What follows belongs to an exercise in optimizing a design on an open flow for small area; a production flow would make more cautious choices. In this exercise RTL edits were held to simulation tests only and were not proved equivalent to the original.

==> inputs of v1 <==
Design recip_top, start of the top module:
module recip_top(
  input clk,
  input [31:0] b,
  output reg [31:0] r
);
export LEC_CHECK = 0
export ABC_AREA = 1
export CAP_MARGIN = 10
export CORE_MARGIN = 2
export CORE_UTILIZATION = 40
export SLEW_MARGIN = 10
export SYNTH_HIERARCHICAL = 1
export SYNTH_MINIMUM_KEEP_SIZE = 0
create_clock -name core_clock -period 800.0 [get_ports {clk}]
standard.sh (not shown) runs the stock make flow with config.mk's settings and CLKGATE_MAP_FILE= SYNTH_SCRIPT=/design/flow/synth_recipe.tcl, a recipe that flattens the netlist after the stock synthesis.
==> flow/flow/run.sh <==
#!/bin/bash
# Layout flow: the standard flow (its own synthesis, unchanged), with two
# changes to the layout that keep the netlist's logic as synthesized:
#  - the port buffers are the smallest buffer, sky130_fd_sc_hd__buf_1;
#  - after repair_design (3_4_place_resized), cells that have drive to spare
#    are downsized to the smallest drive strength of the same function that
#    adds no max-slew or max-capacitance violation, then repair_design
#    with 20% margins (flow/downsize.tcl).
set -euo pipefail
W=$(pwd)
F=$W/flow
EXTRA="POST_RESIZE_TCL=$F/downsize.tcl \"BUFFER_PORTS_ARGS=-buffer_cell sky130_fd_sc_hd__buf_1\""
sed "s#\"\${@:-finish}\"#$EXTRA \"\${@:-finish}\"#" standard.sh > lay_standard.sh
if ! grep -q POST_RESIZE_TCL lay_standard.sh; then
  echo "could not add our settings: using the standard flow unchanged"
  cp standard.sh lay_standard.sh
fi
bash lay_standard.sh > layout.log 2>&1
==> flow/flow/downsize.tcl <==
# Downsize cells that have drive to spare (the buffers repair_design inserted
# and the gates it upsized): try the smaller drive strengths of the same
# function, smallest first, and keep the first that adds no max-slew or
# max-capacitance violation, with the slew limit tightened to 80% of the
# library's for margin; then repair_design with 20% margins gives drive back
# to any net that came too close to a limit.
if { [catch {
  estimate_parasitics -placement
  set s0 [sta::max_slew_violation_count]
  set c0 [sta::max_capacitance_violation_count]
  puts "downsize: before, slew violations $s0, cap violations $c0"
  set_max_transition 1.2 [current_design]
  set s0 [sta::max_slew_violation_count]
  set db [ord::get_db]
  set n 0
  set tried 0
  set dont_use {}
  if { [info exists ::env(DONT_USE_CELLS)] } { set dont_use $::env(DONT_USE_CELLS) }
  foreach inst [get_cells *] {
    set m [get_property $inst ref_name]
    if { ![regexp {^(sky130_fd_sc_hd__[a-z0-9]+)_([0-9]+)$} $m -> base s] } { continue }
    if { [regexp {__(df|sdf|edf|dl|sdl|clk|tap|fill|decap|conb|dly|lpflow|probe)} $m] } { continue }
    set a0 [[$db findMaster $m] getArea]
    set cands {}
    foreach lc [get_lib_cells ${base}_*] {
      set nm [get_name $lc]
      if { ![regexp "^${base}_\[0-9\]+\$" $nm] || $nm == $m } { continue }
      if { [lsearch -exact $dont_use $nm] >= 0 } { continue }
      set mm [$db findMaster $nm]
      if { $mm == "NULL" } { continue }
      set a [$mm getArea]
      if { $a < $a0 } { lappend cands [list $a $nm] }
    }
    if { [llength $cands] == 0 } { continue }
    incr tried
    foreach c [lsort -real -index 0 $cands] {
      set nm [lindex $c 1]
      replace_cell $inst $nm
      if { [sta::max_slew_violation_count] <= $s0 && [sta::max_capacitance_violation_count] <= $c0 } {
        incr n
        break
      } else {
        replace_cell $inst $m
      }
    }
  }
  set_max_transition 1.5 [current_design]
  puts "downsize: downsized $n of $tried"
  # give back drive where a net has come within 20% of a limit
  estimate_parasitics -placement
  repair_design -slew_margin 20 -cap_margin 20
  puts "downsize: after, slew violations [sta::max_slew_violation_count], cap violations [sta::max_capacitance_violation_count]"
} err] } {
  puts "downsize: skipped ($err)"
}
==> v9: changes against v1 <==
==> flow/run.sh (new file) <==
#!/bin/bash
# synth_recipe.tcl (not shown) runs the flow's synth.tcl, then flattens the netlist and writes it again
# the make line also repeats each setting of config.mk as NAME=value (left out here)
make -C /OpenROAD-flow-scripts/flow DESIGN_CONFIG=/design/flow/config.mk WORK_HOME=/design/flow/orfs CLKGATE_MAP_FILE= SYNTH_SCRIPT=/design/flow/synth_recipe.tcl finish
- CORE_UTILIZATION: 40 -> 50
- PLACE_DENSITY: default -> 0.72
removed: flow/flow/run.sh
removed: flow/flow/downsize.tcl
removed: flow/standard.sh
==> v16: changes against v1 <==
--- a/flow/design.v
+++ b/flow/design.v
@@ -1,20 +1,21 @@
 module fa(input a, input b, input c, output s, output co);
   assign s = a ^ b ^ c;
   assign co = (a & b) | (a & c) | (b & c);
 endmodule
-module mj(input a, input b, input c, output co);
-  assign co = (a & b) | (a & c) | (b & c);
-endmodule
-module pp3(input a1, input a2, input b1, input b2, input c1, input c2, output y);
-  assign y = ~((a1 & a2) | (b1 & b2) | (c1 & c2));
-endmodule
 module ha(input a, input b, output s, output co);
   assign s = a ^ b;
   assign co = a & b;
 endmodule
-module recip_core(input [22:0] f, output [22:0] nmant);
+module recip_top(
+  input clk,
+  input [31:0] b,
+  output reg [31:0] r
+);
+  reg [31:0] b_q;
+  wire [22:0] f = b_q[22:0];    
+  wire [22:0] nmant;            
   wire s1 = ~f[0];
   wire s2 = ~(f[1] ^ f[0]);
   wire c3 = f[1] | f[0];
   wire s4 = ~(f[2] ^ c3);
   wire c5 = f[2] | c3;
@@ -4251,19 +4252,10 @@
   wire c4236 = s3309 | c4234;
   wire s4237 = ~(s3311 ^ c4236);
   wire c4238 = s3311 | c4236;
   wire s4239 = ~(s3313 ^ c4238);
   assign nmant = {s4239, s4237, s4235, s4233, s4231, s4229, s4227, s4225, s4223, s4221, s4219, s4217, s4215, s4213, s4211, s4209, s4205, s4201, s4195, s4189, s4183, s4177, s4171};
-endmodule
-module recip_top(
-  input clk,
-  input [31:0] b,
-  output reg [31:0] r
-);
-  reg [31:0] b_q;
-  wire [22:0] nmant;    
-  recip_core u_core(.f(b_q[22:0]), .nmant(nmant));
   wire [7:0] e = 8'd253 - b_q[30:23];
   wire zero = (b_q == 32'd0);
   always @(posedge clk) begin
     b_q <= b;
     r <= zero ? 32'd0 : {b_q[31], e, ~nmant};
==> flow/flow/run.sh (replaced) <==
#!/bin/bash
# Layout flow: the standard flow (its own synthesis, unchanged), with two
# changes to the layout that keep the netlist's logic as synthesized:
#  - the port buffers are the smallest buffer, sky130_fd_sc_hd__buf_1;
#  - after repair_design (3_4_place_resized), buffers and inverters that
#    have drive to spare are downsized, keeping 30% margin on capacitance and
#    20% on slew, then repair_design runs again with 20% margins
#    (flow/downsize.tcl).
set -euo pipefail
W=$(pwd)
F=$W/flow
EXTRA="POST_RESIZE_TCL=$F/downsize.tcl \"BUFFER_PORTS_ARGS=-buffer_cell sky130_fd_sc_hd__buf_1\""
sed "s#\"\${@:-finish}\"#$EXTRA \"\${@:-finish}\"#" standard.sh > lay_standard.sh
if ! grep -q POST_RESIZE_TCL lay_standard.sh; then
  echo "could not add our settings: using the standard flow unchanged"
  cp standard.sh lay_standard.sh
fi
bash lay_standard.sh > layout.log 2>&1
==> flow/flow/downsize.tcl (replaced) <==
# Downsize the buffers and inverters that have drive to spare (most of them
# were inserted by repair_design): try the smaller drive strengths of the
# same cell, smallest first, and keep the first whose output net's
# capacitance stays within 70% of the cell's max_capacitance and that adds
# no max-slew or max-capacitance violation with the slew limit tightened to
# 80% of the library's.  Then repair_design with 20% margins gives drive
# back to any net that came too close to a limit.
set ds_limit {
  buf_1 0.130015 buf_2 0.315867 buf_4 0.561228 buf_6 0.785532
  inv_1 0.181284 inv_2 0.331431 inv_4 0.563059 inv_6 0.782786
  clkinv_1 0.19044 clkinv_2 0.395518 clkinv_4 0.782786
}
if { [catch {
  estimate_parasitics -placement
  set s0 [sta::max_slew_violation_count]
  set c0 [sta::max_capacitance_violation_count]
  puts "downsize: before, slew violations $s0, cap violations $c0"
  set_max_transition 1.2 [current_design]
  set s0 [sta::max_slew_violation_count]
  set scene [sta::cmd_scene]
  set n 0
  set tried 0
  foreach inst [get_cells *] {
    set m [get_property $inst ref_name]
    if { ![regexp {^sky130_fd_sc_hd__((buf|inv|clkinv)_([0-9]+))$} $m -> short k s] } { continue }
    if { ![dict exists $ds_limit $short] } { continue }
    set opin [expr { $k eq "buf" ? "X" : "Y" }]
    set pin [get_pins [get_name $inst]/$opin]
    set net [get_nets -of_objects $pin]
    if { $net eq "" } { continue }
    set cap [sta::Net_capacitance $net $scene max]
    incr tried
    foreach t {1 2 4 6} {
      if { $t >= $s } { break }
      set cand ${k}_$t
      if { ![dict exists $ds_limit $cand] } { continue }
      if { $cap > 0.7e-12 * [dict get $ds_limit $cand] } { continue }
      replace_cell $inst sky130_fd_sc_hd__$cand
      if { [sta::max_slew_violation_count] <= $s0 && [sta::max_capacitance_violation_count] <= $c0 } {
        incr n
        break
      } else {
        replace_cell $inst $m
      }
    }
  }
  set_max_transition 1.5 [current_design]
  puts "downsize: downsized $n of $tried"
  estimate_parasitics -placement
  repair_design -slew_margin 20 -cap_margin 20
  puts "downsize: after, slew violations [sta::max_slew_violation_count], cap violations [sta::max_capacitance_violation_count]"
} err] } {
  puts "downsize: stopped ($err)"
}
- CAP_MARGIN: 10 -> 20
- CTS_BUF_LIST: default -> sky130_fd_sc_hd__clkbuf_8
- SLEW_MARGIN: 10 -> 20
==> summary.txt <==
- In v1 the clock skew is lower than in v16, by 0.0044 ns.
- Wire length: v9 < v16 < v1.
- Setup slack: v16 is worse than v1 (0.033 ns).
- The lowest via count belongs to v16, the highest to v9.
- Cell count, highest first: v1, v16, v9.
- Between v9 and v16, the lower die area is in v9 (gap about 20%, measured against v16).
- The lowest non-clock buffer count belongs to v9, the highest to v1.

[what the ideal ports hide]
In the flow no input, the clock included, has a driving cell. The finished layouts below were timed again as built, in two steps.
Step 1 sets driving cells, clkbuf_16 on the clock port and buf_2 on the other inputs (assumed; they add their load-dependent delay and slew).
Step 2 adds t to the input delays and takes it off the output delays; t is the mean of the earliest and latest rising clock arrival at the registers after step 1. Input paths then give back, and output paths get back, about the clock's delay inside the block.
a / b / c = no drivers / after step 1 / after step 2; a / b = the first two.
run | shift t [ns] | setup WS [ns] | worst setup path after step 2 | latest minus earliest clock arrival (ns) | slew at the worst register clock pin (ns)
v1 | 0.346 | 639.186 / 639.161 / 639.507 | register to output | 0.008 / 0.008 | 0.06 / 0.06
v9 | 0.366 | 638.782 / 638.737 / 639.103 | register to output | 0.006 / 0.006 | 0.06 / 0.06
v16 | 0.374 | 639.153 / 639.132 / 639.507 | register to output | 0.012 / 0.013 | 0.08 / 0.08
After both steps every run listed still meets setup and hold.
